This design comes from an exercise in tuning for small area, a short achievable clock period and few clock cycles on the open sky130 flow, not from production work. RTL that was checked went through simulation tests only; none was proved equivalent to the original.

## lmfe_top
module lmfe_top (
	clk,
	reset,
	Din,
	in_en,
	busy,
	out_valid,
	Dout,
	sram_a,
	sram_d,
	sram_cen,
	sram_wen,
	sram_q
);
clock: 10.0 ns
lec_check: 0
cap_margin: 20
core_margin: 2
core_utilization: 55
cts_cluster_diameter: 60
cts_cluster_size: 24
place_density: 0.7
slew_margin: 20
standard.sh (not shown) runs the stock make flow with config.mk's settings and CLKGATE_MAP_FILE= SYNTH_SCRIPT=/design/flow/synth_recipe.tcl, a recipe that flattens the netlist after the stock synthesis.
==> flow/flow/run.sh <==
#!/bin/bash
set -euo pipefail
bash standard.sh SETUP_SLACK_MARGIN=6.2 finish > standard.log 2>&1
Testbench counts at the start, summed over its fixed seeds: cycles 706,620.
Edit:
==> flow/flow/run.sh (replaced) <==
#!/bin/bash
set -euo pipefail
bash standard.sh SETUP_SLACK_MARGIN=6.8 finish > standard.log 2>&1
Effect:
- global-route usage went up by 1.4 points
- via count went up by 4.8%
- die area does not change
- design area went up by 5.4%
- setup slack improved by 0.19 ns
- flip-flop and latch count does not change
- routed wire length went up by 9.4%
- worst hold slack got worse by 0.0037 ns
Edit:
==> flow/flow/run.sh (replaced) <==
#!/bin/bash
set -euo pipefail
bash standard.sh SETUP_SLACK_MARGIN=6.6 finish > standard.log 2>&1
Settings changed: CORE_UTILIZATION 55 to 48, PLACE_DENSITY 0.7 to 0.62.
Outcome: Final area is lower by 2.1%; synthesized cell count stays the same; maximum frequency goes up by about 4%; first-iteration DRC count shrinks by 5.9%; die area rose by about 14%.
Edit:
Settings changed: CORE_UTILIZATION 48 to 55, PLACE_DENSITY 0.62 to 0.7.
After rerunning: The new run produced a clean layout. Register-to-register slack is worse by 0.02 ns. Synthesized cell count stays the same. Cell area drops by 0.41%. Wire length is about the same. Setup slack degrades by 0.019 ns. Flip-flop and latch count does not change. Global-route usage climbs by 3.2 points.


== P ==
lmfe_top, a different RTL version from the one above (not shown whole).
Size in the first run: roughly 1900 cells after synthesis, ~600 flip-flops, roughly 49 I/O pins, ~22000 sq um of cells after synthesis.
clock: 10.0 ns
lec_check: 0
cap_margin: 20
core_margin: 2
core_utilization: 40
place_density: 0.55
slew_margin: 20
==> flow/flow/run.sh <==
#!/bin/bash
set -euo pipefail
bash standard.sh SETUP_SLACK_MARGIN=6.5 finish > standard.log 2>&1
Per the final summary, P finished and its layout is clean on timing, DRC and antenna.
Input-level comparison between Q and P:
Settings: putting CTS_CLUSTER_SIZE at 24 where nothing was set; putting CTS_CLUSTER_DIAMETER at 60 where nothing was set.
==> comparison <==
Diff P -> Q: count of clock-buffer cells in the layout saw a decrease, xor and xnor fraction of the mapped netlist area saw little to no change.
Going from P to Q, overall fraction of global-route tracks in use shrinks by 0.18 points.
No run of this note included a check of the RTL's function; only the layout flow was run.


Another version of the RTL of lmfe_top (not shown whole).
Size: about 22000 µm² of cells after synthesis.
Design lmfe_top, start of the top module:
module lmfe_top (
	clk,
	reset,
	Din,
	in_en,
	busy,
	out_valid,
	Dout,
	sram_a,
	sram_d,
	sram_cen,
	sram_wen,
	sram_q
);
export LEC_CHECK = 0
export CAP_MARGIN = 20
export CORE_MARGIN = 2
export CORE_UTILIZATION = 55
export CTS_CLUSTER_DIAMETER = 60
export CTS_CLUSTER_SIZE = 24
export PLACE_DENSITY = 0.7
export SLEW_MARGIN = 20
create_clock -name core_clock -period 10.0 [get_ports {clk}]
==> flow/flow/run.sh <==
#!/bin/bash
set -euo pipefail
bash standard.sh SETUP_SLACK_MARGIN=6.6 finish > standard.log 2>&1
Testbench counts at the start, summed over its fixed seeds: cycles 706,620.
Next try:
- CORE_UTILIZATION: 55 -> 48
- PLACE_DENSITY: 0.7 -> 0.62
Outcome: The new run went through all stages and came out clean; design area hardly moves; worst setup slack improved by 35 ps; routed wire length shrinks by 0.47%; worst hold slack got worse by 14 ps; critical path depth is unchanged.


Another version of the RTL of lmfe_top (not shown whole).
Size in the first run: about 590 flip-flops.
Design lmfe_top, start of the top module:
module lmfe_top (
	clk,
	reset,
	Din,
	in_en,
	busy,
	out_valid,
	Dout,
	sram_a,
	sram_d,
	sram_cen,
	sram_wen,
	sram_q
);
export LEC_CHECK = 0
export CAP_MARGIN = 20
export CORE_MARGIN = 2
export CORE_UTILIZATION = 40
export CTS_CLUSTER_DIAMETER = 60
export CTS_CLUSTER_SIZE = 24
export PLACE_DENSITY = 0.55
export SLEW_MARGIN = 20
create_clock -name core_clock -period 10.0 [get_ports {clk}]
==> flow/flow/run.sh <==
#!/bin/bash
set -euo pipefail
bash standard.sh SETUP_SLACK_MARGIN=6.0 finish > standard.log 2>&1
The starting point finished with timing, DRC and antenna clean.
Testbench counts at the start, summed over its fixed seeds: cycles 706,620.
Edit:
==> flow/flow/run.sh (replaced) <==
#!/bin/bash
set -euo pipefail
bash standard.sh SETUP_SLACK_MARGIN=6.2 finish > standard.log 2>&1
Settings changed: CORE_UTILIZATION 40 to 55, PLACE_DENSITY 0.55 to 0.7, TNS_END_PERCENT from default to 25.
=> The changed run completed without violations; via count goes up by about 0.9%; cell area goes down by about 1.9%; setup slack improves by 0.058 ns; wire length shrinks by about 1.7%; die area falls by about 27%; clock-buffer cell count falls by 2.

[separate check: timing with driven ports]
No port has a modelled driver above. Below, the same layouts with a new extraction and two added sets of constraints.
Step 1 (the two cells are an assumption about what drives the block):
set clk [get_ports {clk}]
set_driving_cell -lib_cell sky130_fd_sc_hd__clkbuf_16 $clk
set_driving_cell -lib_cell sky130_fd_sc_hd__buf_2 [delete_from_list [all_inputs] $clk]
Step 2 also shifts input and output timing later by t, the mid clock arrival at the registers, as if the neighbouring blocks saw the same clock.
Three values: ideal ports, drivers, drivers and shift; two values: the first two.
run	t, ns	setup slack, ns	clock arrival spread, ns	worst register clock-pin slew, ns	cell pins on the clock port's net
the first run of note 1	0.626	6.253 / 6.253 / 6.157	0.036 / 0.036	0.09 / 0.09	1
the second run of note 1	0.637	6.439 / 6.439 / 6.249	0.029 / 0.029	0.09 / 0.09	1
the third run of note 1	0.635	6.571 / 6.571 / 6.280	0.024 / 0.024	0.09 / 0.09	1
the fourth run of note 1	0.625	6.553 / 6.553 / 6.163	0.022 / 0.021	0.09 / 0.09	1
P	0.673	5.729 / 5.729 / 5.729	0.026 / 0.027	0.07 / 0.07	1
Q	0.633	5.780 / 5.780 / 5.780	0.026 / 0.025	0.09 / 0.09	1
the first run of note 3	0.623	6.573 / 6.573 / 6.371	0.025 / 0.025	0.09 / 0.09	1
the second run of note 3	0.627	6.608 / 6.600 / 6.357	0.030 / 0.029	0.09 / 0.09	1
the first run of note 4	0.652	6.110 / 6.110 / 6.110	0.036 / 0.036	0.09 / 0.09	1
the second run of note 4	0.627	6.168 / 6.168 / 6.168	0.023 / 0.023	0.09 / 0.09	1
After both steps setup and hold are still met in every run listed. The setup slack of the fourth run of note 1, which loses most, moves by 0.000 ns with the drivers and by -0.390 ns with both steps.
